What follows belongs to an exercise in optimizing a design on an open flow for a short achievable clock period and few clock cycles; a production flow would make more cautious choices.
RTL that was checked went through simulation tests only; none was proved equivalent to the original.
Function not checked in runs 4, 6 and 7: the RTL went through the layout flow alone.
Power figures rest on the tool's default switching activity, not on a simulated workload.

==> design/flow/design.v <==
module open_risc_v(
	input  wire 		  clk   		,
	input  wire 		  rst		    ,
	input  wire [31:0]    inst_i		,
	output wire [31:0]    inst_addr_o	,
	output wire 		  rd_wen_o		,
	output wire [4:0]     rd_addr_o		,
	output wire [31:0]    rd_data_o
);
	function [32:0] ks_add;
		input [31:0] x;
		input [31:0] y;
		input        cin;
		reg   [31:0] g, p, gg, pp;
		integer      i, d;
		begin
			g  = x & y;
			p  = x ^ y;
			gg = g;
			gg[0] = g[0] | (p[0] & cin);
			pp = p;
			for (d = 1; d < 32; d = d * 2)
				for (i = 31; i >= d; i = i - 1) begin
					gg[i] = gg[i] | (pp[i] & gg[i-d]);
					pp[i] = pp[i] & pp[i-d];
				end
			ks_add[0] = p[0] ^ cin;
			for (i = 1; i < 32; i = i + 1)
				ks_add[i] = p[i] ^ gg[i-1];
			ks_add[32] = gg[31];
		end
	endfunction
	localparam BB = 7;               
	reg [31:0] pc_q;
	reg [31:0] ras_q;                
	reg [31:0] jt_q;                 
	reg [2:0]  bt [0:(1<<BB)-1];     
	reg        e_valid;
	reg [31:0] e_op1, e_op2;
	reg [31:0] e_sha;                
	reg [4:0]  e_shb;
	reg [31:0] e_ca, e_cb;           
	reg [4:0]  e_rd;
	reg        e_wen;
	reg        e_add, e_sub, e_slt, e_sltu, e_xor, e_or, e_and;
	reg        e_sll, e_srl, e_sra, e_link;
	reg [31:0] e_pc4;
	reg [31:0] e_tgt;
	reg        e_br;
	reg        e_ceq, e_clt, e_cltu;
	reg        e_x;                  
	reg        e_pred;
	reg        e_jalr;
	reg        e_jpred;
	reg [31:0] e_ptgt;
	reg [BB-1:0] e_bidx;
	reg [2:0]  e_bctr;
	reg        u_bvalid;
	reg        u_taken;
	reg [BB-1:0] u_bidx;
	reg [2:0]  u_bctr;
	reg        u_jvalid;
	reg [31:0] u_jtgt;
	reg        slow_q;
	reg [31:0] rtgt_q;
	reg        w_wen;
	reg [4:0]  w_rd;
	reg [31:0] w_data;
	reg [31:0] rf [1:31];
	wire [31:0] ins = inst_i;
	wire [4:0]  opc = ins[6:2];
	wire [2:0]  f3  = ins[14:12];
	wire [4:0]  rd  = ins[11:7];
	wire [4:0]  rs1 = ins[19:15];
	wire [4:0]  rs2 = ins[24:20];
	wire is_op    = (opc == 5'b01100);
	wire is_opimm = (opc == 5'b00100);
	wire is_lui   = (opc == 5'b01101);
	wire is_auipc = (opc == 5'b00101);
	wire is_jal   = (opc == 5'b11011);
	wire is_jalr  = (opc == 5'b11001);
	wire is_br    = (opc == 5'b11000);
	wire [31:0] imm_i = {{20{ins[31]}}, ins[31:20]};
	wire [31:0] imm_u = {ins[31:12], 12'b0};
	wire [31:0] imm_b = {{19{ins[31]}}, ins[31], ins[7], ins[30:25], ins[11:8], 1'b0};
	wire [31:0] imm_j = {{11{ins[31]}}, ins[31], ins[19:12], ins[20], ins[30:21], 1'b0};
	wire [31:0] rf1 = (rs1 == 5'd0) ? 32'b0 : ((w_wen & (rs1 == w_rd)) ? w_data : rf[rs1]);
	wire [31:0] rf2 = (rs2 == 5'd0) ? 32'b0 : ((w_wen & (rs2 == w_rd)) ? w_data : rf[rs2]);
	wire [32:0] pc4_c = ks_add(pc_q, 32'd4, 1'b0);
	wire [31:0] pc4   = pc4_c[31:0];
	wire [32:0] tgtj_c = ks_add(pc_q, imm_j, 1'b0);
	wire [32:0] tgtb_c = ks_add(pc_q, imm_b, 1'b0);
	wire [31:0] f_tgt  = ins[3] ? tgtj_c[31:0] : tgtb_c[31:0];
	wire [BB-1:0] f_bidx = pc_q[BB+1:2];
	wire [2:0]    f_bctr = bt[f_bidx];
	wire f_bdir  = f_bctr[2] ? f_bctr[1] : (ins[31] | ins[12]);
	wire f_bpred = is_br & f_bdir;
	wire f_take  = is_jal | f_bpred;
	wire f_jpred = is_jalr & (ins[31:20] == 12'b0);
	wire [31:0] f_jtgt = (rd == 5'd0) ? ras_q : jt_q;
	wire uses1 = is_op | is_opimm | is_br | is_jalr;
	wire uses2 = is_op | is_br;
	wire e_wr  = e_valid & e_wen;
	wire [31:0] op1_d = is_auipc ? pc_q : (is_lui ? 32'b0 : rf1);
	wire [31:0] op2_d = uses2 ? rf2 : ((is_lui | is_auipc) ? imm_u : imm_i);
	wire alu_rr  = is_op;
	wire alu_ri  = is_opimm;
	wire alu_any = alu_rr | alu_ri;
	wire is_shift = alu_any & ((f3 == 3'b001) | (f3 == 3'b101));
	wire is_cmp   = is_br | is_jalr | (alu_any & ((f3 == 3'b010) | (f3 == 3'b011)));
	wire fwd1    = uses1 & e_wr & (rs1 == e_rd);
	wire fwd2    = uses2 & e_wr & (rs2 == e_rd);
	wire [31:0] a = e_op1;
	wire [31:0] b = e_op2;
	wire [32:0] sum_c  = ks_add(a, b, 1'b0);
	wire [32:0] diff_c = ks_add(a, ~b, 1'b1);
	wire [31:0] sum  = sum_c[31:0];
	wire [31:0] diff = diff_c[31:0];
	wire        eq   = (e_ca == e_cb);
	wire        ltu  = (e_ca < e_cb);
	wire        lt   = ($signed(e_ca) < $signed(e_cb));
	wire [31:0] sll  = e_sha << e_shb;
	wire [31:0] srl  = e_sha >> e_shb;
	wire [31:0] sra  = $signed(e_sha) >>> e_shb;
	wire [31:0] res_other =
		({32{e_slt }} & {31'b0, lt }) |
		({32{e_sltu}} & {31'b0, ltu}) |
		({32{e_xor }} & (a ^ b)) |
		({32{e_or  }} & (a | b)) |
		({32{e_and }} & (a & b)) |
		({32{e_sll }} & sll) |
		({32{e_srl }} & srl) |
		({32{e_sra }} & sra) |
		({32{e_link}} & e_pc4);
	wire [31:0] result = ({32{e_add}} & sum) | ({32{e_sub}} & diff) | res_other;
	wire cmp      = (e_ceq & eq) | (e_clt & lt) | (e_cltu & ltu);
	wire br_mis   = e_valid & e_br & (cmp ^ e_x);
	wire jalr_mis = e_valid & e_jalr & e_jpred & (e_ca != e_ptgt);
	wire jalr_slow = e_valid & e_jalr & ~e_jpred;
	wire redirect = br_mis | jalr_mis;
	wire [31:0] redirect_tgt = e_jalr ? {e_ca[31:1], 1'b0} : (e_pred ? e_pc4 : e_tgt);
	wire taken    = cmp ^ e_x ^ e_pred;
	integer i;
	always @(posedge clk) begin
		if (rst == 1'b0) begin
			pc_q     <= 32'b0;
			slow_q   <= 1'b0;
			ras_q    <= 32'b0;
			jt_q     <= 32'b0;
			e_valid  <= 1'b0;
			u_bvalid <= 1'b0;
			u_jvalid <= 1'b0;
			w_wen    <= 1'b0;
			for (i = 0; i < (1<<BB); i = i + 1)
				bt[i] <= 3'b0;
			for (i = 1; i < 32; i = i + 1)
				rf[i] <= 32'b0;
		end else begin
			slow_q <= jalr_slow;
			if (slow_q)
				pc_q <= rtgt_q;
			else if (redirect)
				pc_q <= redirect_tgt;
			else if (f_take)
				pc_q <= f_tgt;
			else if (f_jpred)
				pc_q <= f_jtgt;
			else
				pc_q <= pc4;
			if ((is_jal | is_jalr) & (rd == 5'd1))
				ras_q <= pc4;
			e_valid <= ~(redirect | jalr_slow | slow_q);
			u_bvalid <= e_valid & e_br;
			u_jvalid <= e_valid & e_jalr & (e_rd != 5'd0);
			if (u_bvalid)
				bt[u_bidx] <= {1'b1, u_bctr[2] ? (u_taken ? ((u_bctr[1:0] == 2'b11) ? 2'b11 : u_bctr[1:0] + 2'b01)
				                                          : ((u_bctr[1:0] == 2'b00) ? 2'b00 : u_bctr[1:0] - 2'b01))
				                               : (u_taken ? 2'b11 : 2'b00)};
			if (u_jvalid)
				jt_q <= u_jtgt;
			w_wen <= e_wr;
			if (w_wen)
				rf[w_rd] <= w_data;
		end
	end
	always @(posedge clk) begin
		e_op1   <= ({32{fwd1 & e_add}} & sum) | ({32{fwd1 & e_sub}} & diff) |
		           ({32{fwd1}} & res_other) | ({32{~fwd1}} & op1_d);
		e_op2   <= ({32{fwd2 & e_add}} & sum) | ({32{fwd2 & e_sub}} & diff) |
		           ({32{fwd2}} & res_other) | ({32{~fwd2}} & op2_d);
		if (is_cmp) begin
			e_ca <= fwd1 ? result : op1_d;
			e_cb <= fwd2 ? result : op2_d;
		end
		if (is_shift) begin
			e_sha <= fwd1 ? result : op1_d;
			e_shb <= fwd2 ? result[4:0] : op2_d[4:0];
		end
		e_rd    <= rd;
		e_wen   <= (alu_any | is_lui | is_auipc | is_jal | is_jalr) & (rd != 5'd0);
		e_add   <= (alu_ri & f3 == 3'b000) | (alu_rr & f3 == 3'b000 & ~ins[30]) |
		           is_lui | is_auipc;
		e_sub   <= alu_rr & f3 == 3'b000 & ins[30];
		e_slt   <= alu_any & f3 == 3'b010;
		e_sltu  <= alu_any & f3 == 3'b011;
		e_xor   <= alu_any & f3 == 3'b100;
		e_or    <= alu_any & f3 == 3'b110;
		e_and   <= alu_any & f3 == 3'b111;
		e_sll   <= alu_any & f3 == 3'b001;
		e_srl   <= alu_any & f3 == 3'b101 & ~ins[30];
		e_sra   <= alu_any & f3 == 3'b101 & ins[30];
		e_link  <= is_jal | is_jalr;
		e_pc4   <= pc4;
		e_tgt   <= f_tgt;
		e_br    <= is_br;
		e_ceq   <= (f3[2:1] == 2'b00);
		e_clt   <= (f3[2:1] == 2'b10);
		e_cltu  <= (f3[2:1] == 2'b11);
		e_x     <= f3[0] ^ f_bpred;
		e_pred  <= f_bpred;
		e_jalr  <= is_jalr;
		e_jpred <= f_jpred;
		e_ptgt  <= f_jtgt;
		e_bidx  <= f_bidx;
		e_bctr  <= f_bctr;
		u_taken <= taken;
		u_bidx  <= e_bidx;
		u_bctr  <= e_bctr;
		u_jtgt  <= {sum[31:1], 1'b0};
		rtgt_q  <= {sum[31:1], 1'b0};
		w_rd    <= e_rd;
		w_data  <= result;
	end
	assign inst_addr_o = pc_q;
	assign rd_wen_o    = w_wen & rst;
	assign rd_addr_o   = w_rd;
	assign rd_data_o   = w_data;
endmodule
==> design/flow/run.sh <==
#!/bin/bash
# synth_recipe.tcl (not shown) runs the flow's synth.tcl, then flattens the netlist and writes it again
# the make line also repeats each setting of config.mk as NAME=value (left out here)
make -C /OpenROAD-flow-scripts/flow DESIGN_CONFIG=/design/flow/config.mk WORK_HOME=/design/flow/orfs CLKGATE_MAP_FILE= SYNTH_SCRIPT=/design/flow/synth_recipe.tcl finish
==> design/flow/config.mk <==
export PLATFORM = sky130hd
export DESIGN_NAME = open_risc_v
export DESIGN_NICKNAME = open_risc_v
export VERILOG_FILES = /design/flow/design.v
export SDC_FILE = /design/flow/constraint.sdc
export NUM_CORES = 4
export LEC_CHECK = 0
export ABC_CLOCK_PERIOD_IN_PS = 2500
export CAP_MARGIN = 20
export CORE_MARGIN = 2
export CORE_UTILIZATION = 40
export PLACE_DENSITY = 0.7
export SETUP_SLACK_MARGIN = 4.0
export SLEW_MARGIN = 20
export TNS_END_PERCENT = 100
==> design/flow/constraint.sdc <==
create_clock -name core_clock -period 7.2 [get_ports {clk}]
set_input_delay 1.4400 -clock core_clock [delete_from_list [all_inputs] [get_ports {clk}]]
set_output_delay 1.4400 -clock core_clock [all_outputs]
set_load 0.01 [all_outputs]
==> results_dict.tcl, run 1 <==
set metrics [dict create \
    status "complete, no violations" \
    power_leakage_nw 46.6 \
    htreeDepth 4 \
    hold_end "u_bctr[0]$_DFF_P_" \
    syn_to_final_growth_pct 24.1 \
    gp_congestion 1.00 \
    r2r-end "pc_q[6]$_SDFF_PN0_" \
    synth_compound_area_frac 0.0808 \
    synth-seq-cells 1882 \
    worst-path-max-fanout 6 \
    dp_hpwl_mm 223 \
    hold_depth 0 \
    initial_core_util 0.402 \
    synth_seq_area_share 0.514 \
    synthArstFlopShare 0 \
    skew_ps 109 \
    ys_types 89 \
    critPathKind "reg2reg" \
    relSlewSlack 0.174 \
    dieArea_um2 254000 \
    antenna_found_initial 12 \
    synthCells 8119 \
    max_cap_viol_count 0 \
    overflow 0 \
    required_ps 7930 \
    worstMarginPinSlew_ps 1240 \
    drive_above_1_share 0.311 \
    synth_xor_area_frac 0.0151 \
    grt_pass1_wl_mm 539 \
    critPathArrivalTime_ps 4390 \
    maxSlewViolCount 0 \
    yosys_warnings 1 \
    synth_nets 8328 \
    wl_per_cell_um 32.6 \
    synthSimpleGateAreaFrac 0.134 \
    synthesis.area_um2 100000 \
    die_w_um 504 \
    rsz0062_at_grt "yes" \
    register_area_um2 51700 \
    clock_latency_ps 900 \
    setup_viol 0 \
    synth.avg_cell_area_um2 12.3 \
    finalCritPeriodShare 0.508 \
    cts_buffers 194 \
    r2r_cells 12 \
    rr_startpoint "e_ca[7]$_DFFE_PP_" \
    max_freq_ghz 0.273 \
    vias_per_cell 6.37 \
    cts_root_buf "clkbuf_16" \
    multi_input_area_um2 50100 \
    hold_viol 0 \
    final_common_cell "edfxtp_1" \
    p_per_area_nw_per_um2 224 \
    fp-row-count 183 \
    nNetsFinal 8719 \
    muxShareOfSynthArea 0.198 \
    die_height_um 504 \
    post-route-cell-area_um2 124000 \
    critPathCaptureType "register" \
    core-area_um2 249000 \
    grt_max_degree 132 \
    hold_start "e_bctr[0]$_DFF_P_" \
    port_buffers 101 \
    dpl_cell_area_um2 106000 \
    synth_edf_count 1381 \
    fill_cells 20700 \
    hold_path_class "reg2reg" \
    cp-start-kind "register" \
    numClockSinks 1882 \
    ant_nets 0 \
    mostFrequentLayoutCells "1,381 x edfxtp_1, 1,000 x and2_1, 745 x nand2_1" \
    first_pass_iters 7 \
    cts_tree "yes" \
    ys.flop_type "edfxtp_1" \
    min_period_ps 3660 \
    tns_ps 0 \
    clockBufferDepth 3 \
    drt_iter0_drc 11200 \
    peakVddDrop_v 0.000217 \
    ios 104 \
    cts.clk_slew.worst_paths_ps 60 \
    reg2reg_slack_ps 3540 \
    grt_pass1_vias 74500 \
    synth_top_family_by_area "multiplexers" \
    synth_fa_ha_area_frac 0.0222 \
    drc 0 \
    via_count 76600 \
    routed_wl_mm 391 \
    grt_use_total 0.292 \
]
-- repair_timing --
| item | in CTS | in global routing |
|---|---|---|
| resized for setup | 1067 | 434 |
| cloned | 69 | 21 |
| setup endpoints to repair | 781 | 355 |
| hold buffers | 0 | 0 |
| setup buffers | 261 | 223 |
| pin swaps | 171 | 219 |
-- critical path, cell delays in order, from the launching register on --
cell	delay, ps
edfxtp_1	540
xnor2_2	480
nand4_1	480
nor4_4	550
a21oi_1	170
a31oi_1	200
a21o_2	270
buf_6	120
buf_6	100
nand2_8	80
buf_6	150
buf_12	140
o21ai_1	260
-- routing by layer --
metal  part of all wire  global-route usage  wire [um]  vias to the layer above
met5            0.00028                   0        110                        -
met4              0.073               0.187      28400                        8
met3               0.13              0.0753      50200                     1322
met2               0.46               0.461     179000                     5871
met1               0.34               0.356     133000                    38300
li1                   -                   -          -                    31000
-- power breakdown --
group,internal [mW],total [mW],leakage (nW),switching (mW)
Sequential,12.1,12.4,18.3,0.345
Clock,5.95,10.6,3.20,4.64
Combinational,2.04,4.86,25.1,2.82
Total,20.1,27.9,46.6,7.81
-- cell families (layout without fill, tap and decap cells) --
family / Yosys count / after routing
buffers and inverters: 905 / 1459
adder cells (fa/ha/maj): 175 / 175
XOR/XNOR: 173 / 173
other: 0 / 5
AND/OR/NAND/NOR: 2671 / 2675
flip-flops: 1882 / 1882
multiplexers: 1091 / 1091
AO/OA/AOI/OAI: 1222 / 1222
-- how the worst max path moves through the flow --
stage / start / endpoint / cells past startpoint
floorplan: inst_i[22] / pc_q[31]$_SDFF_PN0_ / 15
global placement: inst_i[31] / pc_q[31]$_SDFF_PN0_ / 12
detailed placement: inst_i[31] / pc_q[31]$_SDFF_PN0_ / 11
CTS: e_op1[0]$_DFF_P_ / e_ca[26]$_DFFE_PP_ / 13
global route: pc_q[2]$_SDFF_PN0_ / pc_q[29]$_SDFF_PN0_ / 15
finish: e_ca[7]$_DFFE_PP_ / pc_q[6]$_SDFF_PN0_ / 12
-- state kept, by name, summed over array words and instances (netlist names), 5 cells and up, named ones only --
name    cells
e_op1      32
e_pc4      31
e_op2      32
jt_q       31
bt        384
e_bidx      7
e_sha      32
w_rd        5
e_cb       32
e_rd        5
u_bidx      7
u_jtgt     31
ras_q      32
w_data     32
pc_q       31
e_ca       32
e_ptgt     32
e_shb       5
e_tgt      32
rf       1024
-- through the flow --
step	cells	setup slack [ps]	total power [mW]	util	hold slack, ps
2_1_floorplan	8119	3290	14.9	-	310
3_3_place_gp	11100	1740	16.0	0.424	310
3_5_place_dp	11100	1790	16.1	0.424	312
4_1_cts	11800	3610	27.3	0.481	293
5_1_grt	12000	3510	28.5	0.499	316
6_report	12000	3540	27.9	0.499	302
-- layout make-up --
type,count,share of cell area
diodes,5,0.000101
clock buffers,258,0.0433
clock inverters,105,0.00999
inverters,201,0.00634
multi-input cells,5336,0.403
flip-flops and latches,1882,0.416
well taps,3330,0.0335
repair buffers,895,0.0878
-- synth_stat cells, types with 85 or more instances --
cell type | n | area, um2
nor2_1 | 509 | 1910
clkbuf_1 | 557 | 2090
nor3_1 | 94 | 470
nand2_1 | 760 | 2850
ha_1 | 171 | 2140
mux4_2 | 697 | 15700
inv_1 | 199 | 747
and2_1 | 1004 | 6280
xnor2_1 | 121 | 1060
dfxtp_1 | 501 | 10000
o21ai_0 | 354 | 1770
mux2i_1 | 303 | 3030
a21oi_1 | 222 | 1110
edfxtp_1 | 1381 | 41500
mux2_2 | 85 | 957
Testbench counts, summed over its fixed seeds: cycles 63,656.
==> inputs of run 2 (changes only) <==
--- a/design/flow/config.mk
+++ b/design/flow/config.mk
@@ -9,7 +9,7 @@
 export CAP_MARGIN = 20
 export CORE_MARGIN = 2
 export CORE_UTILIZATION = 40
-export PLACE_DENSITY = 0.7
+export PLACE_DENSITY = 0.75
 export SETUP_SLACK_MARGIN = 4.0
 export SLEW_MARGIN = 20
 export TNS_END_PERCENT = 100
==> results_dict.tcl, run 2 <==
set metrics [dict create \
    hold_path_class "reg2reg" \
    grt_max_degree 94 \
    antenna_found_initial 27 \
    grt_pass1_vias 75600 \
    muxShareOfSynthArea 0.198 \
    cts_root_buf "clkbuf_16" \
    overflow 0 \
    p_per_area_nw_per_um2 224 \
    gp_congestion 0.961 \
    crit_chain "buf_16 > buf_16 > buf_12 > buf_16 > buf_4 > mux4_2 > o211ai_1 > a211oi_2 > a21oi_2 > nor2_1 > a21oi_2 > a21oi_2" \
    drt_iter0_drc 13200 \
    synthCells 8119 \
    peakVddDrop_v 0.000230 \
    comb_power_share 0.176 \
    p_total_mw 27.9 \
    synth-seq-cells 1882 \
    synth_nets 8328 \
    synthTopCellsByArea "edfxtp_1 41%, mux4_2 16%, dfxtp_1 10%, and2_1 6.3%, mux2i_1 3.0%" \
    required_ps 7780 \
    mostFrequentLayoutCells "1,381 x edfxtp_1, 1,001 x and2_1, 743 x nand2_1" \
    r2r_cells 15 \
    max_freq_ghz 0.275 \
    hold_end "u_bidx[2]$_DFF_P_" \
    finalCritPeriodShare 0.506 \
    largest_reg_flops 1024 \
    synth.avg_cell_area_um2 12.3 \
    clock_latency_ps 880 \
    cpPeakStageDelay_ps 660 \
    reg2reg_slack_ps 3570 \
    final_common_cell "edfxtp_1" \
    max_cap_viol_count 0 \
    synth.top_cell.area_share 0.414 \
    ys.flop_type "edfxtp_1" \
    fill_cells 20300 \
    pwr-share-clk 0.380 \
    cts_tree "yes" \
    clockBufferDepth 3 \
    synth.largest_area_cell "edfxtp_1" \
    relSlewSlack 0.225 \
    power_frac_seq 0.445 \
    dp_hpwl_mm 221 \
    rr_startpoint "pc_q[2]$_SDFF_PN0_" \
    top_register "rf" \
    hold_depth 0 \
    via_count 77500 \
    drc 0 \
    setup_viol 0 \
    synthArstFlopShare 0 \
    hold_start "e_bidx[2]$_DFF_P_" \
    synthesis.area_um2 100000 \
    ys_types 89 \
    port_buffers 101 \
    intPower_mw 20.1 \
    dpl_cell_area_um2 105000 \
    synthSimpleGateAreaFrac 0.134 \
    synth_seq_area_share 0.514 \
    dieArea_um2 254000 \
    cts_buffers 191 \
    whs_ps 328 \
    cp-start-kind "input pin" \
    initial_core_util 0.402 \
    die_height_um 504 \
    register_area_um2 51700 \
    grt-busiest-layer "met2" \
    min_period_ps 3640 \
    hold_buffers 0 \
    ant_nets 0 \
    cts.clk_slew.worst_paths_ps 60 \
    yosys_warnings 1 \
    critPathCaptureType "register" \
    top_regs "rf (1024), bt (384)" \
    grt_pass1_wl_mm 536 \
    synth_edf_count 1381 \
    vias_per_cell 6.47 \
    critPathArrivalTime_ps 4220 \
    synth_xor_area_frac 0.0151 \
    fp-row-count 183 \
    r2r-end "pc_q[2]$_SDFF_PN0_" \
    syn_to_final_growth_pct 24.2 \
    power_switching_mw 7.81 \
    crit_path_top_delay_cell "o211ai_1" \
    rsz0062_at_grt "yes" \
    nNetsFinal 8689 \
    status "complete, no violations" \
    worstMarginPinSlew_ps 1160 \
    core-area_um2 249000 \
    die_w_um 504 \
    post-route-cell-area_um2 124000 \
    first_pass_iters 6 \
    use_met3 0.0820 \
    synth_most_common_cell "edfxtp_1" \
    drive_above_1_share 0.313 \
    synth_compound_area_frac 0.0808 \
    power_leakage_nw 46.6 \
    synth_top_family_by_area "multiplexers" \
    synth_fa_ha_area_frac 0.0222 \
    multi_input_area_um2 50300 \
    grtUsageMet1 0.345 \
    met2_usage 0.454 \
    synthTopCellsByCount "1,381 x edfxtp_1, 1,004 x and2_1, 760 x nand2_1, 697 x mux4_2, 557 x clkbuf_1" \
    worst-path-max-fanout 7 \
    tns_ps 0 \
    switching_share 0.280 \
    wl_per_cell_um 32.5 \
    routed_wl_mm 389 \
    grt_use_total 0.289 \
    ios 104 \
    numClockSinks 1882 \
    skew_ps 107 \
    critPathKind "in2reg" \
    htreeDepth 4 \
    hold_viol 0 \
    maxSlewViolCount 0 \
]
-- run 2: cell counts after synthesis --
No cell type changed its count.
-- run 2: layer usage --
| metal | share of wire | vias to the layer above | routed length (um) |
|---|---|---|---|
| li1 | - | 31000 | - |
| met1 | 0.33 | 38400 | 129000 |
| met2 | 0.45 | 6537 | 175000 |
| met3 | 0.14 | 1624 | 53100 |
| met4 | 0.082 | 14 | 32000 |
| met5 | 0.00027 | - | 104 |
-- run 2: repair_timing --
item / CTS / global route
pin swaps: 192 / 219
resized for setup: 1111 / 449
setup buffers: 269 / 189
setup endpoints to repair: 516 / 333
cloned: 67 / 20
-- run 2: worst max-delay path, delay by kind of cell --
family / cells / cell delay (ps)
AO/OA/AOI/OAI: 5 / 1440
multiplexers: 1 / 490
AND/OR/NAND/NOR: 1 / 100
buffers and inverters: 5 / 700
-- run 2: worst max path at each step --
| stage | from | endpoint | slack, ps | cells after the start |
|---|---|---|---|---|
| 6_report | inst_i[15] | e_sha[10]$_DFFE_PP_ | 3560 | 12 |
| 3_5_place_dp | inst_i[31] | pc_q[25]$_SDFF_PN0_ | 1600 | 13 |
| 5_1_grt | pc_q[2]$_SDFF_PN0_ | pc_q[9]$_SDFF_PN0_ | 3520 | 13 |
| 4_1_cts | inst_i[19] | pc_q[30]$_SDFF_PN0_ | 3630 | 12 |
| 2_1_floorplan | inst_i[22] | pc_q[31]$_SDFF_PN0_ | 3290 | 15 |
| 3_3_place_gp | inst_i[31] | pc_q[25]$_SDFF_PN0_ | 1580 | 13 |
-- run 2: through the flow --
| stage | setup slack, ps | std cells | utilization |
|---|---|---|---|
| 2_1_floorplan | 3290 | 8119 | - |
| 4_1_cts | 3630 | 11800 | 0.483 |
| 6_report | 3560 | 12000 | 0.500 |
| 5_1_grt | 3520 | 12000 | 0.500 |
| 3_5_place_dp | 1600 | 11100 | 0.424 |
| 3_3_place_gp | 1580 | 11100 | 0.424 |
-- run 2: power by group through the flow --
stage / clock (mW) / sequential (mW) / combinational [mW]
after floorplan: 0 / 12.5 / 2.38
after global placement: 0 / 12.6 / 3.40
after detailed placement: 0 / 12.6 / 3.45
after CTS: 10.5 / 12.4 / 4.34
after global routing: 11.0 / 12.4 / 5.02
final: 10.6 / 12.4 / 4.90
-- run 2: logic make-up after synthesis --
| logic type | count (synthesis) |
|---|---|
| muxes | 1091 |
| adders and majority gates | 175 |
| DFF | 1882 |
| AOI/OAI and AO/OA | 1222 |
| buffers and inverters | 905 |
| and+or+nand+nor | 2671 |
| xor gates and xnor gates | 173 |
-- run 2: cell type report --
cell class | count | share of cell area
well taps | 3330 | 0.0335
diodes | 11 | 0.000221
clock inverters | 119 | 0.0119
clock buffers | 236 | 0.0412
repair buffers | 869 | 0.0869
inverters | 201 | 0.00634
flip-flops and latches | 1882 | 0.416
multi-input cells | 5335 | 0.404
==> inputs of run 3 (changes only) <==
--- a/design/flow/config.mk
+++ b/design/flow/config.mk
@@ -9,7 +9,7 @@
 export CAP_MARGIN = 20
 export CORE_MARGIN = 2
 export CORE_UTILIZATION = 40
-export PLACE_DENSITY = 0.75
+export PLACE_DENSITY = 0.6
 export SETUP_SLACK_MARGIN = 4.0
 export SLEW_MARGIN = 20
 export TNS_END_PERCENT = 100
==> results_dict.tcl, run 3 <==
set metrics [dict create \
    ys_types 89 \
    cpPeakStageDelay_ps 590 \
    synthArstFlopShare 0 \
    initial_core_util 0.402 \
    max_freq_ghz 0.273 \
    die_w_um 504 \
    synth_seq_area_share 0.514 \
    synthCells 8119 \
    critPathArrivalTime_ps 4430 \
    gp_congestion 0.980 \
    numClockSinks 1882 \
    htreeDepth 4 \
    ant_nets 0 \
    die_height_um 504 \
    synthTopCellsByArea "edfxtp_1 41%, mux4_2 16%, dfxtp_1 10%, and2_1 6.3%, mux2i_1 3.0%" \
    skew_ps 84.0 \
    tns_ps 0 \
    r2r_cells 11 \
    instances_no_fill 12000 \
    max_cap_viol_count 0 \
    synthesis.area_um2 100000 \
    maxSlewViolCount 0 \
    synth_most_common_cell "edfxtp_1" \
    wl_per_cell_um 33.4 \
    ys.flop_type "edfxtp_1" \
    first_pass_iters 7 \
    overflow 0 \
    synth_top_family_by_area "multiplexers" \
    largest_reg_flops 1024 \
    relSlewSlack 0.131 \
    worstMarginPinSlew_ps 1290 \
    grt_pass1_vias 73000 \
    cp-start-kind "input pin" \
    grt_pass1_wl_mm 551 \
    synth-seq-cells 1882 \
    finalCritPeriodShare 0.509 \
    crit_path_top_delay_cell "clkdlybuf4s50_1" \
    setup_viol 0 \
    port_buffers 101 \
    muxShareOfSynthArea 0.198 \
    hold_viol 0 \
    power_leakage_nw 46.7 \
    status "complete, no violations" \
    fin_ws_ps 3530 \
    syn_to_final_growth_pct 24.5 \
    synthSimpleGateAreaFrac 0.134 \
    synth_nets 8328 \
    synth_xor_area_frac 0.0151 \
    via_count 75600 \
    required_ps 7970 \
    p_per_area_nw_per_um2 223 \
    cts_root_buf "clkbuf_16" \
    peakVddDrop_v 0.000324 \
    routed_wl_mm 401 \
    rr_startpoint "pc_q[2]$_SDFF_PN0_" \
    synthTopCellsByCount "1,381 x edfxtp_1, 1,004 x and2_1, 760 x nand2_1, 697 x mux4_2, 557 x clkbuf_1" \
    worst-path-max-fanout 18 \
    r2r-end "pc_q[30]$_SDFF_PN0_" \
    fp-row-count 183 \
    mostFrequentLayoutCells "1,381 x edfxtp_1, 1,000 x and2_1, 736 x nand2_1" \
    synth_fa_ha_area_frac 0.0222 \
    cts_buffers 198 \
    synth.top_cell.area_share 0.414 \
    antenna_found_initial 46 \
    synth_edf_count 1381 \
    clock_latency_ps 890 \
    reg2reg_slack_ps 3560 \
    vias_per_cell 6.28 \
    cts_tree "yes" \
    core-area_um2 249000 \
    yosys_warnings 1 \
    drive_above_1_share 0.316 \
    critPathKind "in2reg" \
    top_register "rf" \
    p_total_mw 27.8 \
    synth.largest_area_cell "edfxtp_1" \
    synth.avg_cell_area_um2 12.3 \
    crit_chain "clkdlybuf4s50_1 > nand2_1 > nor3_4 > and2_2 > and4_4 > buf_12 > buf_4 > nor2_1 > a21oi_1 > nor2_4 > a211o_1" \
    hold_path_class "reg2reg" \
    final_common_cell "edfxtp_1" \
    min_period_ps 3670 \
    top_regs "rf (1024), bt (384)" \
    grt_max_degree 224 \
    drt_iter0_drc 11500 \
    critPathCaptureType "register" \
    rsz0062_at_grt "yes" \
    dp_hpwl_mm 237 \
    nNetsFinal 8719 \
    dieArea_um2 254000 \
    critPathLaunch "inst_i[6]" \
    post-place-cells 11100 \
    drc 0 \
    cts.clk_slew.worst_paths_ps 70 \
    grt_use_total 0.302 \
    clockBufferDepth 3 \
    crit_end "pc_q[17]$_SDFF_PN0_" \
    ios 104 \
    synth_compound_area_frac 0.0808 \
    pre_cts_ws_ps 1750 \
]
## run 3: logic make-up (layout without fill, tap and decap cells)
| group | count (synthesis) | after routing |
|---|---|---|
| DFF | 1882 | 1882 |
| buffers and inverters | 905 | 1455 |
| other | 0 | 14 |
| muxes | 1091 | 1091 |
| and+or+nand+nor | 2671 | 2680 |
| adders and majority gates | 175 | 175 |
| AOI/OAI and AO/OA | 1222 | 1224 |
| xor gates and xnor gates | 173 | 173 |
## run 3: layout make-up
cell class              instances  area, um2
flip-flops and latches       1882      51700
well taps                    3330       4170
repair buffers                884      10900
clock buffers                 241       5190
diodes                         14       35.0
clock inverters               129       1340
fillers                     21300     124000
multi-input cells            5343      50600
inverters                     201        787
## run 3: per-stage QoR
step | hold slack, ps | instance area, um2 | util
2_1_floorplan | 310 | 102000 | -
3_3_place_gp | 310 | 106000 | 0.424
3_5_place_dp | 312 | 106000 | 0.426
4_1_cts | 326 | 121000 | 0.486
5_1_grt | 330 | 125000 | 0.501
6_report | 326 | 125000 | 0.501
## run 3: how the worst min path moves through the flow
stage                                   end         startpoint  depth (start not counted)
after floorplan           u_bctr[0]$_DFF_P_  e_bctr[0]$_DFF_P_                          0
after global placement    u_bidx[3]$_DFF_P_  e_bidx[3]$_DFF_P_                          0
after detailed placement  u_bctr[2]$_DFF_P_  e_bctr[2]$_DFF_P_                          0
after CTS                 u_bidx[4]$_DFF_P_  e_bidx[4]$_DFF_P_                          0
after global routing      u_bidx[2]$_DFF_P_  e_bidx[2]$_DFF_P_                          0
final                     u_bidx[4]$_DFF_P_  e_bidx[4]$_DFF_P_                          0
## run 3: where the power goes
| group | switching [mW] | internal [mW] |
|---|---|---|
| Combinational | 2.87 | 2.03 |
| Clock | 4.70 | 5.79 |
| Sequential | 0.330 | 12.1 |
| Total | 7.90 | 19.9 |
## run 3: critical path, delay by kind of cell
kind / cells / cell delay (ps)
and+or+nand+nor: 6 / 1460
AOI/OAI and AO/OA: 2 / 440
buffers and inverters: 3 / 1050
## run 3: timing repair
action,4_1_cts,5_1_grt
setup endpoints to repair,1709,419
hold buffers,0,0
pin swaps,182,204
gates cloned,60,18
gates resized for setup,1147,441
setup buffers,322,160
hold endpoints to repair,0,0
## run 3: per-layer routing
layer	global-route usage	part of all wire	wire length (um)	vias up
met5	0	0.00038	152	-
met4	0.142	0.055	22000	22
met3	0.0799	0.12	46900	1004
met2	0.474	0.46	183000	4859
met1	0.391	0.37	149000	38600
li1	-	-	-	31100
==> inputs of run 4 (changes only) <==
--- a/design/flow/design.v
+++ b/design/flow/design.v
@@ -30,7 +30,7 @@
 			ks_add[32] = gg[31];
 		end
 	endfunction
-	localparam BB = 7;               
+	localparam BB = 6;               
 	reg [31:0] pc_q;
 	reg [31:0] ras_q;                
 	reg [31:0] jt_q;                 
@@ -98,6 +98,9 @@
 	wire f_take  = is_jal | f_bpred;
 	wire f_jpred = is_jalr & (ins[31:20] == 12'b0);
 	wire [31:0] f_jtgt = (rd == 5'd0) ? ras_q : jt_q;
+	wire [31:0] fpc_nb = f_jpred ? f_jtgt : pc4;
+	wire [31:0] fpc_t  = slow_q ? rtgt_q : ((is_jal | is_br) ? f_tgt : fpc_nb);
+	wire [31:0] fpc_n  = slow_q ? rtgt_q : (is_jal ? f_tgt : fpc_nb);
 	wire uses1 = is_op | is_opimm | is_br | is_jalr;
 	wire uses2 = is_op | is_br;
 	wire e_wr  = e_valid & e_wen;
@@ -157,16 +160,12 @@
 				rf[i] <= 32'b0;
 		end else begin
 			slow_q <= jalr_slow;
-			if (slow_q)
-				pc_q <= rtgt_q;
-			else if (redirect)
+			if (redirect)
 				pc_q <= redirect_tgt;
-			else if (f_take)
-				pc_q <= f_tgt;
-			else if (f_jpred)
-				pc_q <= f_jtgt;
+			else if (f_bdir)
+				pc_q <= fpc_t;
 			else
-				pc_q <= pc4;
+				pc_q <= fpc_n;
 			if ((is_jal | is_jalr) & (rd == 5'd1))
 				ras_q <= pc4;
 			e_valid <= ~(redirect | jalr_slow | slow_q);
==> results_dict.tcl, run 4 <==
set metrics [dict create \
    wl_per_cell_um 33.3 \
    peakVddDrop_v 0.000311 \
    cp-start-kind "input pin" \
    top_regs "rf (1024), bt (192)" \
    status "complete, no violations" \
    p_total_mw 25.4 \
    tns_ps 0 \
    synth_most_common_cell "edfxtp_1" \
    largest_reg_flops 1024 \
    fill_cells 19200 \
    antenna_found_initial 27 \
    worstMarginPinSlew_ps 1170 \
    post-route-cell-area_um2 115000 \
    mostFrequentLayoutCells "1,253 x edfxtp_1, 999 x and2_1, 673 x mux4_2" \
    yosys_warnings 1 \
    synth.largest_area_cell "edfxtp_1" \
    numClockSinks 1688 \
    synth.top_cell.area_share 0.410 \
    rr_startpoint "pc_q[2]$_SDFF_PN0_" \
    cts_buffers 185 \
    finalCritPeriodShare 0.506 \
    synthArstFlopShare 0 \
    critPathCaptureType "register" \
    clock_latency_ps 870 \
    dieArea_um2 233000 \
    grt_use_total 0.307 \
    clockBufferDepth 3 \
    max_freq_ghz 0.275 \
    syn_to_final_growth_pct 25.6 \
    vias_per_cell 6.31 \
    final_common_cell "edfxtp_1" \
    dp_hpwl_mm 218 \
    core-area_um2 228000 \
    grt_max_degree 89 \
    first_pass_iters 6 \
    routed_wl_mm 367 \
    synth_edf_count 1253 \
    synth.avg_cell_area_um2 12.4 \
    ant_nets 0 \
    drc 0 \
    hold_viol 0 \
    critPathArrivalTime_ps 4380 \
    grt_pass1_wl_mm 508 \
    relSlewSlack 0.216 \
    port_buffers 101 \
    power_leakage_nw 43.1 \
    critPathLaunch "inst_i[9]" \
    grt_pass1_vias 67800 \
    p_per_area_nw_per_um2 221 \
    drt_iter0_drc 9453 \
    gp_congestion 1.02 \
    ios 104 \
    initial_core_util 0.403 \
    hold_path_class "reg2reg" \
    max_cap_viol_count 0 \
    htreeDepth 4 \
    fp-row-count 175 \
    skew_ps 39.3 \
    overflow 0 \
    synth-seq-cells 1688 \
    drive_above_1_share 0.334 \
    required_ps 7940 \
    ys.flop_type "edfxtp_1" \
    cts.clk_slew.worst_paths_ps 60 \
    synthTopCellsByCount "1,253 x edfxtp_1, 1,001 x and2_1, 673 x mux4_2, 594 x nand2_1, 477 x clkbuf_1" \
    dpl_cell_area_um2 97400 \
    nNetsFinal 8063 \
    min_period_ps 3640 \
    fin_util 0.506 \
    critPathKind "in2reg" \
    synth_nets 7604 \
    top_register "rf" \
    cts_root_buf "clkbuf_16" \
    rsz0062_at_grt "yes" \
    synthCells 7395 \
    setup_viol 0 \
    worst-path-max-fanout 4 \
    cts_tree "yes" \
    synth_seq_area_share 0.505 \
    ys_types 91 \
    die_w_um 483 \
    hold_start "e_bidx[0]$_DFF_P_" \
    synthesis.area_um2 91800 \
    die_height_um 483 \
    synthTopCellsByArea "edfxtp_1 41%, mux4_2 17%, dfxtp_1 9.5%, and2_1 6.8%, mux2i_1 3.0%" \
    maxSlewViolCount 0 \
    via_count 69500 \
]
## run 4: logic make-up (layout without fill, tap and decap cells)
kind of cell               count (synthesis)  after routing  synth area share
AOI/OAI and AO/OA                       1111           1112            0.0798
and+or+nand+nor                         2399           2407             0.134
DFF                                     1688           1688             0.505
adders and majority gates                175            175            0.0242
muxes                                   1043           1043             0.207
other                                      0              8                 0
xor gates and xnor gates                 162            162            0.0155
buffers and inverters                    817           1417            0.0348
## run 4: worst paths after layout
check                              to  slack, ps  cells past startpoint
setup / recovery  pc_q[29]$_SDFF_PN0_       3560                     15
hold / removal      u_bidx[0]$_DFF_P_        320                      0
hold reg to reg     u_bidx[0]$_DFF_P_        320                      0
setup reg to reg  pc_q[29]$_SDFF_PN0_       3600                     14
## run 4: layer usage
layer,part of all wire,global-route usage,vias to the layer above
met3,0.11,0.0750,984
met1,0.36,0.388,35500
met4,0.055,0.147,14
li1,-,-,28600
met2,0.47,0.494,4457
met5,0.00025,0,-
## run 4: final cells by class
type	instances	area, um2	share of cell area
antenna	8	20.0	0.000174
clock buffer	238	5000	0.0434
clock inverter	99	931	0.00808
inverter	181	704	0.00611
multi-input combinational	4899	47400	0.411
sequential	1688	46500	0.403
tap	3009	3760	0.0327
timing repair buffer	899	11000	0.0952
## run 4: power breakdown
| part | internal, mW | switching [mW] |
|---|---|---|
| clock | 5.34 | 4.15 |
| sequential | 10.9 | 0.312 |
| combinational | 2.05 | 2.70 |
| total | 18.3 | 7.16 |
## run 4: timing repair
item                       4_1_cts  5_1_grt
gates cloned                    61       13
resized for setup             1041      360
hold buffers                     0        0
pin swaps                      204      203
setup endpoints to repair     1323      385
buffers inserted               351      165
## run 4: critical path, stage by stage
cell and delay [ps]:
buf_6 70, buf_8 120, inv_4 40, fa_2 380, nand2b_4 170, a211oi_4 200, buf_6 160, o2111ai_4 130
a21boi_2 230, a31oi_1 110, a311o_2 400, o31ai_4 280, xor2_2 270, a211oi_2 110, o32ai_1 250
## run 4: metrics by stage
| step | cells | setup WS, ps | hold WS [ps] |
|---|---|---|---|
| 6_report | 11000 | 3560 | 323 |
| 5_1_grt | 11000 | 3490 | 328 |
| 4_1_cts | 10800 | 3460 | 322 |
| 3_5_place_dp | 10100 | 1260 | 312 |
| 3_3_place_gp | 10100 | 1270 | 310 |
| 2_1_floorplan | 7395 | 3090 | 310 |
==> inputs of run 5 (changes only) <==
--- a/design/flow/design.v
+++ b/design/flow/design.v
@@ -30,7 +30,7 @@
 			ks_add[32] = gg[31];
 		end
 	endfunction
-	localparam BB = 6;               
+	localparam BB = 7;               
 	reg [31:0] pc_q;
 	reg [31:0] ras_q;                
 	reg [31:0] jt_q;                 
--- a/design/flow/config.mk
+++ b/design/flow/config.mk
@@ -9,7 +9,7 @@
 export CAP_MARGIN = 20
 export CORE_MARGIN = 2
 export CORE_UTILIZATION = 40
-export PLACE_DENSITY = 0.6
+export PLACE_DENSITY = 0.7
 export SETUP_SLACK_MARGIN = 4.0
 export SLEW_MARGIN = 20
 export TNS_END_PERCENT = 100
==> results_dict.tcl, run 5 <==
set metrics [dict create \
    status "complete, no violations" \
    instances_no_fill 12200 \
    power_switching_mw 8.03 \
    htreeDepth 4 \
    whs_ps 306 \
    drc 0 \
    setup_viol 0 \
    top_regs "rf (1024), bt (384)" \
    synth-seq-cells 1882 \
    max_freq_ghz 0.284 \
    synthArstFlopShare 0 \
    power_leakage_nw 47.8 \
    fp-row-count 184 \
    largest_reg_flops 1024 \
    ys_types 94 \
    fill_cells 20400 \
    synthTopCellsByArea "edfxtp_1 41%, mux4_2 16%, dfxtp_1 10%, and2_1 6.3%, nand2_1 3.0%" \
    synth_edf_count 1381 \
    synth_most_common_cell "edfxtp_1" \
    synthCells 8190 \
    peakVddDrop_v 0.000282 \
    ant_nets 0 \
    drt_iter0_drc 12300 \
    mostFrequentLayoutCells "1,381 x edfxtp_1, 1,001 x and2_1, 785 x nand2_1" \
    met2_length_mm 173 \
    route.met3.wl_mm 58.1 \
    synth.largest_area_cell "edfxtp_1" \
    m1WireLength_mm 135 \
    intPower_mw 20.1 \
    cp-start-kind "register" \
    routed.top_layer "met5" \
    vias_per_cell 6.39 \
    nNetsFinal 8870 \
    min_period_ps 3520 \
    comb_power_share 0.185 \
    p_per_area_nw_per_um2 222 \
    drive_above_1_share 0.331 \
    top_register "rf" \
    cts.clk_slew.worst_paths_ps 60 \
    overflow 0 \
    die_w_um 505 \
    critPathKind "reg2reg" \
    cts_root_buf "clkbuf_16" \
    final_common_cell "edfxtp_1" \
    post-place-cells 11200 \
    worstMarginPinSlew_ps 1270 \
    gp_congestion 0.966 \
    hold_path_class "reg2reg" \
    hold_viol 0 \
    routed_wl_mm 396 \
    core-area_um2 251000 \
    die_height_um 505 \
    first_pass_iters 6 \
    initial_core_util 0.401 \
    power_frac_seq 0.441 \
    rsz0062_at_grt "yes" \
    relSlewSlack 0.154 \
    tns_ps 0 \
    synthTopCellsByCount "1,381 x edfxtp_1, 1,007 x and2_1, 801 x nand2_1, 715 x mux4_2, 612 x nor2_1" \
    clockBufferDepth 3 \
    finalCritPeriodShare 0.489 \
    grt_use_total 0.297 \
    numClockSinks 1882 \
    maxSlewViolCount 0 \
    grt_pass1_wl_mm 548 \
    max_cap_viol_count 0 \
    required_ps 7920 \
    dp_hpwl_mm 226 \
    via_count 77900 \
    synth.top_cell.area_share 0.413 \
    synth_seq_area_share 0.512 \
    switching_share 0.285 \
    yosys_warnings 1 \
    clock_latency_ps 910 \
    antenna_found_initial 23 \
    synthesis.area_um2 101000 \
    hold_buffers 0 \
    ios 104 \
    worst-path-max-fanout 8 \
    grt_pass1_vias 75600 \
    cts_buffers 197 \
    synth_nets 8399 \
    critPathArrivalTime_ps 4240 \
    pwr-share-clk 0.374 \
    port_buffers 101 \
    ys.flop_type "edfxtp_1" \
    grt_max_degree 257 \
    p_total_mw 28.2 \
    critPathCaptureType "register" \
    syn_to_final_growth_pct 26.5 \
    wl_per_cell_um 32.5 \
    cts_tree "yes" \
    synth.avg_cell_area_um2 12.3 \
    skew_ps 89.1 \
    dieArea_um2 255000 \
]
## run 5: changes by cell type after synthesis, sizes merged, moves of 40 or more
| cell | before | now |
|---|---|---|
| xnor2 | 79 | 126 |
| nand2 | 594 | 802 |
| dfxtp | 435 | 501 |
| mux4 | 673 | 715 |
| clkbuf | 477 | 540 |
| edfxtp | 1253 | 1381 |
| xor2 | 83 | 43 |
| nor2 | 477 | 612 |
## run 5: final cells by class
| class | count | area, um2 | share of cell area |
|---|---|---|---|
| Sequential cell | 1882 | 51700 | 0.407 |
| Clock inverter | 120 | 1370 | 0.0108 |
| Inverter | 202 | 807 | 0.00635 |
| Clock buffer | 245 | 5250 | 0.0413 |
| Multi-Input combinational cell | 5426 | 52000 | 0.409 |
| Antenna cell | 7 | 17.5 | 0.000138 |
| Tap cell | 3348 | 4190 | 0.0329 |
| Timing Repair Buffer | 952 | 11800 | 0.0931 |
## run 5: kinds of logic (layout without fill, tap and decap cells)
kind of cell / after synthesis / count (layout) / synth area share
multiplexers: 1095 / 1095 / 0.199
XOR/XNOR: 169 / 169 / 0.0147
other: 0 / 7 / 0
AND/OR/NAND/NOR: 2835 / 2848 / 0.141
AO/OA/AOI/OAI: 1139 / 1139 / 0.0756
buffers and inverters: 895 / 1519 / 0.0349
adder cells (fa/ha/maj): 175 / 175 / 0.0221
flip-flops: 1882 / 1882 / 0.512
## run 5: power by group through the flow
stage	registers [mW]	clock network, mW	logic, mW
2_1_floorplan	12.5	0	2.46
3_3_place_gp	12.6	0	3.63
3_5_place_dp	12.7	0	3.67
4_1_cts	12.4	10.5	4.72
5_1_grt	12.4	11.0	5.34
6_report	12.4	10.5	5.22
## run 5: routing by layer
metal	global-route usage	up-vias
met4	0.191	10
met1	0.368	38800
met5	0	-
li1	-	31400
met3	0.0972	1417
met2	0.447	6267
## run 5: timing repair
item,4_1_cts,5_1_grt
resized for setup,1303,368
setup buffers,390,156
pin swaps,251,229
endpoints found under the setup margin,1551,366
cloned,83,18
## run 5: critical path: stages, from the launching register on
cell and delay, ps:
dfxtp_4 370, buf_12 180, buf_16 160, buf_12 130, mux4_2 530, a22o_1 240, nor3_4 290, a22oi_2 200
o311a_4 480, buf_12 160, nand2_8 110, mux2_4 300, mux2i_1 130, o22ai_1 90
## run 5: metrics by stage
stage,util,setup slack [ps],instance area (um2)
detailed placement,0.424,1630,106000
global placement,0.424,1660,106000
floorplan,-,3220,103000
CTS,0.492,3600,123000
finish,0.507,3680,127000
global route,0.507,3610,127000
## run 5: path summary, 6_finish.rpt
path | from | endpoint | slack, ps | cells after the start
worst max-delay path | pc_q[2]$_SDFF_PN0_ | pc_q[8]$_SDFF_PN0_ | 3680 | 13
worst max register to register | pc_q[2]$_SDFF_PN0_ | pc_q[8]$_SDFF_PN0_ | 3680 | 13
worst min register to register | e_bidx[6]$_DFF_P_ | u_bidx[6]$_DFF_P_ | 310 | 0
worst min-delay path | e_bidx[6]$_DFF_P_ | u_bidx[6]$_DFF_P_ | 310 | 0
Testbench counts of run 5, summed over its fixed seeds: cycles 63,656.
==> inputs of run 6 (changes only) <==
--- a/design/flow/design.v
+++ b/design/flow/design.v
@@ -90,7 +90,6 @@
 	wire [31:0] pc4   = pc4_c[31:0];
 	wire [32:0] tgtj_c = ks_add(pc_q, imm_j, 1'b0);
 	wire [32:0] tgtb_c = ks_add(pc_q, imm_b, 1'b0);
-	wire [31:0] f_tgt  = ins[3] ? tgtj_c[31:0] : tgtb_c[31:0];
 	wire [BB-1:0] f_bidx = pc_q[BB+1:2];
 	wire [2:0]    f_bctr = bt[f_bidx];
 	wire f_bdir  = f_bctr[2] ? f_bctr[1] : (ins[31] | ins[12]);
@@ -99,8 +98,8 @@
 	wire f_jpred = is_jalr & (ins[31:20] == 12'b0);
 	wire [31:0] f_jtgt = (rd == 5'd0) ? ras_q : jt_q;
 	wire [31:0] fpc_nb = f_jpred ? f_jtgt : pc4;
-	wire [31:0] fpc_t  = slow_q ? rtgt_q : ((is_jal | is_br) ? f_tgt : fpc_nb);
-	wire [31:0] fpc_n  = slow_q ? rtgt_q : (is_jal ? f_tgt : fpc_nb);
+	wire [31:0] fpc_t  = is_jal ? tgtj_c[31:0] : (is_br ? tgtb_c[31:0] : fpc_nb);
+	wire [31:0] fpc_n  = is_jal ? tgtj_c[31:0] : fpc_nb;
 	wire uses1 = is_op | is_opimm | is_br | is_jalr;
 	wire uses2 = is_op | is_br;
 	wire e_wr  = e_valid & e_wen;
@@ -142,6 +141,8 @@
 	wire jalr_slow = e_valid & e_jalr & ~e_jpred;
 	wire redirect = br_mis | jalr_mis;
 	wire [31:0] redirect_tgt = e_jalr ? {e_ca[31:1], 1'b0} : (e_pred ? e_pc4 : e_tgt);
+	wire        redirect2     = redirect | slow_q;
+	wire [31:0] redirect2_tgt = slow_q ? rtgt_q : redirect_tgt;
 	wire taken    = cmp ^ e_x ^ e_pred;
 	integer i;
 	always @(posedge clk) begin
@@ -160,8 +161,8 @@
 				rf[i] <= 32'b0;
 		end else begin
 			slow_q <= jalr_slow;
-			if (redirect)
-				pc_q <= redirect_tgt;
+			if (redirect2)
+				pc_q <= redirect2_tgt;
 			else if (f_bdir)
 				pc_q <= fpc_t;
 			else
@@ -210,7 +211,7 @@
 		e_sra   <= alu_any & f3 == 3'b101 & ins[30];
 		e_link  <= is_jal | is_jalr;
 		e_pc4   <= pc4;
-		e_tgt   <= f_tgt;
+		e_tgt   <= tgtb_c[31:0];       
 		e_br    <= is_br;
 		e_ceq   <= (f3[2:1] == 2'b00);
 		e_clt   <= (f3[2:1] == 2'b10);
==> results_dict.tcl, run 6 <==
set metrics [dict create \
    status "complete, no violations" \
    post-place-cells 11200 \
    antenna_found_initial 34 \
    drc 0 \
    drt_iter0_drc 12000 \
    rr_startpoint "e_op1[0]$_DFF_P_" \
    max_cap_viol_count 0 \
    intPower_mw 20.4 \
    fill_cells 20800 \
    vias_per_cell 6.39 \
    ys_types 102 \
    skew_ps 78.5 \
    final_common_cell "edfxtp_1" \
    htreeDepth 4 \
    maxSlewViolCount 0 \
    routed_wl_mm 396 \
    p_per_area_nw_per_um2 226 \
    synth.avg_cell_area_um2 12.2 \
    grt_max_degree 76 \
    critPathLaunch "inst_i[15]" \
    die_height_um 505 \
    synthArstFlopShare 0 \
    crit_chain "buf_16 > buf_16 > buf_6 > mux4_2 > mux2_4 > a221oi_2 > nor2_1 > a21oi_1 > o21ai_1 > a221oi_2 > a21oi_2" \
    cp-start-kind "input pin" \
    r2r-end "e_cb[26]$_DFFE_PP_" \
    synth-seq-cells 1882 \
    r2r_cells 14 \
    min_period_ps 3790 \
    hold_viol 0 \
    critPathCaptureType "register" \
    wl_per_cell_um 32.5 \
    grt_pass1_wl_mm 547 \
    rsz0062_at_grt "yes" \
    setup_viol 0 \
    power_leakage_nw 47.2 \
    finalCritPeriodShare 0.526 \
    pwr-share-clk 0.380 \
    synth_edf_count 1381 \
    yosys_warnings 1 \
    synthTopCellsByCount "1,381 x edfxtp_1, 1,015 x and2_1, 825 x nand2_1, 706 x mux4_2, 678 x nor2_1" \
    synth.top_cell.area_share 0.412 \
    grt_use_total 0.297 \
    top_regs "rf (1024), bt (384)" \
    numClockSinks 1882 \
    dp_hpwl_mm 228 \
    synth.largest_area_cell "edfxtp_1" \
    register_area_um2 51700 \
    cts.clk_slew.worst_paths_ps 70 \
    ios 104 \
    core-area_um2 251000 \
    initial_core_util 0.401 \
    required_ps 7770 \
    fin_ws_ps 3410 \
    clockBufferDepth 3 \
    critPathKind "in2reg" \
    drive_above_1_share 0.317 \
    gp_congestion 0.990 \
    power_frac_seq 0.437 \
    synthTopCellsByArea "edfxtp_1 41%, mux4_2 16%, dfxtp_1 10%, and2_1 6.3%, nand2_1 3.1%" \
    hold_path_class "reg2reg" \
    cpPeakStageDelay_ps 550 \
    max_freq_ghz 0.264 \
    worstMarginPinSlew_ps 1240 \
    fp-row-count 184 \
    synthCells 8261 \
    critPathArrivalTime_ps 4360 \
    cts_root_buf "clkbuf_16" \
    worst-path-max-fanout 6 \
    port_buffers 101 \
    cts_buffers 199 \
    nNetsFinal 8890 \
    clock_latency_ps 910 \
    tns_ps 0 \
    dieArea_um2 255000 \
    relSlewSlack 0.173 \
    peakVddDrop_v 0.000272 \
    grt_pass1_vias 75700 \
    via_count 78000 \
    top_register "rf" \
    syn_to_final_growth_pct 25.3 \
    ant_nets 0 \
    instances_no_fill 12200 \
    synth_nets 8470 \
    largest_reg_flops 1024 \
    synth_most_common_cell "edfxtp_1" \
    die_w_um 505 \
    multi_input_area_um2 51000 \
    reg2reg_slack_ps 3410 \
    comb_power_share 0.183 \
    synthesis.area_um2 101000 \
    synth_seq_area_share 0.512 \
    pre_cts_ws_ps 1120 \
    overflow 0 \
    power_switching_mw 8.06 \
    cts_tree "yes" \
    crit_path_top_delay_cell "mux4_2" \
    crit_end "e_sha[28]$_DFFE_PP_" \
    ys.flop_type "edfxtp_1" \
    switching_share 0.283 \
    first_pass_iters 8 \
    mostFrequentLayoutCells "1,381 x edfxtp_1, 1,009 x and2_1, 810 x nand2_1" \
]
-- run 6: changes by cell type after synthesis, moves of 12 or more --
cell      previous run  this run
xnor2_1            126       138
a21o_1              55        43
o22ai_1             62        41
buf_2               54        40
a21oi_1            306       349
nor3b_1             30         6
nor2_1             612       678
o21ai_0            233       252
nor2b_1             74        28
mux2i_1            299       285
nand2_1            801       825
a221oi_1           100       117
-- run 6: metrics by stage --
| step | total power [mW] | hold slack, ps | utilization | cell area (um2) |
|---|---|---|---|---|
| after CTS | 27.9 | 306 | 0.489 | 122000 |
| after detailed placement | 16.3 | 312 | 0.423 | 106000 |
| after floorplan | 15.0 | 310 | - | 103000 |
| after global placement | 16.2 | 310 | 0.422 | 106000 |
| after global routing | 29.0 | 303 | 0.503 | 126000 |
| final | 28.5 | 314 | 0.503 | 126000 |
-- run 6: worst max-delay path, delay by kind of cell --
family | cells | cell delay [ps]
compound gates | 5 | 1400
mux | 2 | 840
buf+inv | 3 | 450
simple gates | 1 | 180
-- run 6: worst min-delay path by stage --
stage	endpoint	slack, ps	cells past startpoint	startpoint
2_1_floorplan	u_bctr[0]$_DFF_P_	310	0	e_bctr[0]$_DFF_P_
3_3_place_gp	u_bctr[2]$_DFF_P_	310	0	e_bctr[2]$_DFF_P_
3_5_place_dp	u_bidx[1]$_DFF_P_	310	0	e_bidx[1]$_DFF_P_
4_1_cts	u_bidx[6]$_DFF_P_	310	0	e_bidx[6]$_DFF_P_
5_1_grt	u_bidx[6]$_DFF_P_	300	0	e_bidx[6]$_DFF_P_
6_report	u_bidx[6]$_DFF_P_	310	0	e_bidx[6]$_DFF_P_
-- run 6: area by class of cell --
class,instances,share of cell area
Sequential cell,1882,0.410
Multi-Input combinational cell,5480,0.404
Timing Repair Buffer,921,0.0913
Clock buffer,244,0.0416
Tap cell,3348,0.0332
Clock inverter,126,0.0126
Inverter,197,0.00625
Antenna cell,10,0.000199
-- run 6: cell families after synthesis --
family	after synthesis	synth area share
muxes	1076	0.197
xor gates and xnor gates	187	0.0163
and+or+nand+nor	2871	0.140
DFF	1882	0.512
adders and majority gates	175	0.0221
AOI/OAI and AO/OA	1164	0.0755
buffers and inverters	906	0.0369
-- run 6: repair_timing --
action / in CTS / in global routing
pin swaps: 214 / 185
setup buffers: 364 / 162
gates cloned: 78 / 16
resized for setup: 1192 / 390
hold buffers: 0 / 0
endpoints found under the setup margin: 992 / 260
-- run 6: power groups by stage --
| stage | sequential [mW] | clock [mW] | combinational [mW] |
|---|---|---|---|
| CTS | 12.4 | 10.8 | 4.73 |
| global route | 12.5 | 11.3 | 5.33 |
| floorplan | 12.5 | 0 | 2.47 |
| global placement | 12.6 | 0 | 3.60 |
| finish | 12.4 | 10.8 | 5.20 |
| detailed placement | 12.7 | 0 | 3.63 |
-- run 6: layer usage --
metal	track usage	up-vias	share of wire
li1	-	31500	-
met1	0.369	39000	0.34
met5	0.000563	-	0.00047
met2	0.446	6130	0.44
met4	0.193	22	0.075
met3	0.0931	1361	0.14
==> inputs of run 7 (changes only) <==
--- a/design/flow/design.v
+++ b/design/flow/design.v
@@ -189,12 +189,16 @@
 		e_op2   <= ({32{fwd2 & e_add}} & sum) | ({32{fwd2 & e_sub}} & diff) |
 		           ({32{fwd2}} & res_other) | ({32{~fwd2}} & op2_d);
 		if (is_cmp) begin
-			e_ca <= fwd1 ? result : op1_d;
-			e_cb <= fwd2 ? result : op2_d;
+			e_ca <= ({32{fwd1 & e_add}} & sum) | ({32{fwd1 & e_sub}} & diff) |
+			        ({32{fwd1}} & res_other) | ({32{~fwd1}} & op1_d);
+			e_cb <= ({32{fwd2 & e_add}} & sum) | ({32{fwd2 & e_sub}} & diff) |
+			        ({32{fwd2}} & res_other) | ({32{~fwd2}} & op2_d);
 		end
 		if (is_shift) begin
-			e_sha <= fwd1 ? result : op1_d;
-			e_shb <= fwd2 ? result[4:0] : op2_d[4:0];
+			e_sha <= ({32{fwd1 & e_add}} & sum) | ({32{fwd1 & e_sub}} & diff) |
+			         ({32{fwd1}} & res_other) | ({32{~fwd1}} & op1_d);
+			e_shb <= ({5{fwd2 & e_add}} & sum[4:0]) | ({5{fwd2 & e_sub}} & diff[4:0]) |
+			         ({5{fwd2}} & res_other[4:0]) | ({5{~fwd2}} & op2_d[4:0]);
 		end
 		e_rd    <= rd;
 		e_wen   <= (alu_any | is_lui | is_auipc | is_jal | is_jalr) & (rd != 5'd0);
==> results_dict.tcl, run 7 <==
set metrics [dict create \
    cts_root_buf "clkbuf_16" \
    max_freq_ghz 0.267 \
    routed_wl_mm 407 \
    grt_pass1_vias 75900 \
    status "complete, no violations" \
    ant_nets 0 \
    gp_congestion 1.01 \
    power_frac_seq 0.446 \
    critPathArrivalTime_ps 4470 \
    overflow 0 \
    r2r_cells 14 \
    peakVddDrop_v 0.000216 \
    grt_max_degree 102 \
    fin_util 0.502 \
    hold_buffers 0 \
    rsz0062_at_grt "yes" \
    dpl_cell_area_um2 106000 \
    cp-start-kind "register" \
    required_ps 7920 \
    synthesis.area_um2 100000 \
    synth_seq_area_share 0.513 \
    pwr-share-clk 0.360 \
    ios 104 \
    numClockSinks 1882 \
    critPathKind "reg2reg" \
    dieArea_um2 255000 \
    min_period_ps 3750 \
    path_buf_inv 5 \
    intPower_mw 19.8 \
    setup_viol 0 \
    die_w_um 505 \
    synth_most_common_cell "edfxtp_1" \
    critPathCaptureType "register" \
    critPathLaunch "pc_q[2]$_SDFF_PN0_" \
    hold_viol 0 \
    grt_use_total 0.302 \
    top_regs "rf (1024), bt (384)" \
    clock_latency_ps 880 \
    synth_top_family_by_area "multiplexers" \
    grt_pass1_wl_mm 555 \
    synth.avg_cell_area_um2 12.2 \
    final_common_cell "edfxtp_1" \
    drt_iter0_drc 13900 \
    synth_compound_area_frac 0.0771 \
    tns_ps 0 \
    switching_share 0.290 \
    max_cap_viol_count 0 \
    crit_family "compound AO/OA/AOI/OAI gates" \
    post-route-cell-area_um2 125000 \
    hold_depth 0 \
    synthCells 8235 \
    synth_nets 8444 \
    via_count 79000 \
    synthTopCellsByArea "edfxtp_1 41%, mux4_2 16%, dfxtp_1 10%, and2_1 6.3%, mux2i_1 2.9%" \
    cts.clk_slew.worst_paths_ps 60 \
    wl_per_cell_um 33.5 \
    htreeDepth 4 \
    synthTopCellsByCount "1,381 x edfxtp_1, 1,006 x and2_1, 749 x nand2_1, 722 x mux4_2, 671 x nor2_1" \
    power_leakage_nw 46.6 \
    finalCritPeriodShare 0.520 \
    relSlewSlack 0.156 \
    mostFrequentLayoutCells "1,381 x edfxtp_1, 1,003 x and2_1, 728 x nand2_1" \
    instances_no_fill 12100 \
    synth-seq-cells 1882 \
    post-place-cells 11200 \
    die_height_um 505 \
    ys_types 85 \
    skew_ps 73.2 \
    maxSlewViolCount 0 \
    synthSimpleGateAreaFrac 0.137 \
    rr_startpoint "pc_q[2]$_SDFF_PN0_" \
    cpPeakStageDelay_ps 520 \
    cts_tree "yes" \
    cp.depth 14 \
    core-area_um2 249000 \
    worst-path-max-fanout 8 \
    antenna_found_initial 38 \
    synth.top_cell.area_share 0.413 \
    synthArstFlopShare 0 \
    fp-row-count 183 \
    vias_per_cell 6.51 \
    r2r-end "pc_q[31]$_SDFF_PN0_" \
    reg2reg_slack_ps 3450 \
    largest_reg_flops 1024 \
    yosys_warnings 1 \
    ys.flop_type "edfxtp_1" \
    synth_edf_count 1381 \
    initial_core_util 0.403 \
    port_buffers 101 \
    drc 0 \
    power_switching_mw 8.08 \
    synth_fa_ha_area_frac 0.0221 \
    drive_above_1_share 0.313 \
    comb_power_share 0.194 \
    crit_top_cell "buf_6" \
    crit_chain "buf_6 > mux4_2 > mux2_4 > a221o_1 > a41o_1 > o32a_1 > o21ai_4 > or2_4 > buf_16 > buf_12 > inv_16 > buf_6 > a211oi_4 > o32ai_2" \
    synth_xor_area_frac 0.0154 \
    cts_buffers 193 \
    crit_path_top_delay_cell "mux4_2" \
    muxShareOfSynthArea 0.200 \
    top_register "rf" \
    first_pass_iters 9 \
    synth.largest_area_cell "edfxtp_1" \
    fill_cells 20600 \
    dp_hpwl_mm 231 \
    worstMarginPinSlew_ps 1260 \
    syn_to_final_growth_pct 24.7 \
    clockBufferDepth 3 \
    p_per_area_nw_per_um2 223 \
    hold_path_class "reg2reg" \
    crit_end "pc_q[31]$_SDFF_PN0_" \
    nNetsFinal 8840 \
]
==> run 7: stage by stage <==
| stage | hold WS [ps] | power, mW | worst slack [ps] |
|---|---|---|---|
| 2_1_floorplan | 310 | 15.0 | 3360 |
| 3_3_place_gp | 310 | 16.3 | 1790 |
| 3_5_place_dp | 313 | 16.3 | 1810 |
| 4_1_cts | 327 | 27.2 | 3470 |
| 5_1_grt | 329 | 28.4 | 3440 |
| 6_report | 326 | 27.9 | 3450 |
==> run 7: area by class of cell <==
type | instances | area, um2 | area share
antenna | 20 | 50.0 | 0.000400
clock buffer | 256 | 5270 | 0.0421
clock inverter | 97 | 890 | 0.00711
inverter | 203 | 811 | 0.00648
multi-input combinational | 5452 | 50800 | 0.406
sequential | 1882 | 51700 | 0.413
tap | 3330 | 4170 | 0.0333
timing repair buffer | 892 | 11400 | 0.0907
timing repair inverter | 7 | 116 | 0.000930
==> run 7: cell families after synthesis <==
| kind of cell | after synthesis |
|---|---|
| simple gates | 2792 |
| fa+ha+maj | 175 |
| xor+xnor | 177 |
| mux | 1091 |
| compound gates | 1206 |
| buf+inv | 912 |
| flops | 1882 |
==> run 7: power by group through the flow <==
| stage | Sequential [mW] | Clock, mW | Combinational (mW) |
|---|---|---|---|
| after detailed placement | 12.7 | 0 | 3.68 |
| final | 12.4 | 10.1 | 5.41 |
| after floorplan | 12.5 | 0 | 2.48 |
| after global routing | 12.5 | 10.4 | 5.53 |
| after global placement | 12.6 | 0 | 3.64 |
| after CTS | 12.4 | 10.0 | 4.81 |
==> run 7: worst min-delay path by stage <==
stage | start | end | slack [ps]
after floorplan | e_bctr[0]$_DFF_P_ | u_bctr[0]$_DFF_P_ | 310
after global placement | e_bidx[3]$_DFF_P_ | u_bidx[3]$_DFF_P_ | 310
after detailed placement | e_bidx[6]$_DFF_P_ | u_bidx[6]$_DFF_P_ | 310
after CTS | e_bctr[2]$_DFF_P_ | u_bctr[2]$_DFF_P_ | 330
after global routing | e_bctr[2]$_DFF_P_ | u_bctr[2]$_DFF_P_ | 330
final | e_bidx[6]$_DFF_P_ | u_bidx[6]$_DFF_P_ | 330
==> run 7: what timing repair did <==
item / CTS / global route
buffers inserted: 320 / 166
gates cloned: 84 / 19
resized for setup: 1258 / 426
setup endpoints to repair: 1266 / 370
pin swaps: 215 / 220
==> run 7: layer usage <==
metal  vias up  share of wire  global-route usage
met2      6740           0.44               0.452
met5         -        0.00085                   0
met4        28          0.074               0.172
met3      1682           0.15               0.108
li1      31400              -                   -
met1     39200           0.34               0.378

-- static timing again, ports no longer ideal --
How much do the figures lean on ideal ports? The routed layouts below were timed once more, with nothing changed but the port constraints.
Step 1, drivers: a clkbuf_16 drives clk and a buf_2 each remaining input, both assumed.
Step 2 adds t to the input delays and takes it off the output delays; t is the mean of the earliest and latest rising clock arrival at the registers after step 1. Input paths then give back, and output paths get back, about the clock's delay inside the block.
Slacks: ideal / step 1 / step 2; pairs: ideal / step 1.
run	shift t [ns]	slack for setup (ns)	hold slack, ns	clock arrival spread, ns
run 1	0.931	3.541 / 3.240 / 2.309	0.302 / 0.302 / 0.302	0.119 / 0.120
run 2	0.918	3.559 / 3.296 / 2.378	0.328 / 0.328 / 0.328	0.121 / 0.121
run 3	0.950	3.535 / 3.521 / 2.571	0.326 / 0.326 / 0.326	0.084 / 0.084
run 4	0.952	3.559 / 3.391 / 2.439	0.323 / 0.323 / 0.323	0.043 / 0.042
run 5	0.949	3.681 / 3.236 / 2.287	0.306 / 0.306 / 0.306	0.090 / 0.090
run 6	0.970	3.410 / 2.968 / 1.998	0.314 / 0.314 / 0.314	0.087 / 0.087
run 7	0.927	3.453 / 3.219 / 2.292	0.326 / 0.326 / 0.326	0.081 / 0.082
After both steps every run listed still meets setup and hold. The setup slack of run 6, which loses most, moves by -0.442 ns with the drivers and by -1.412 ns with both steps.
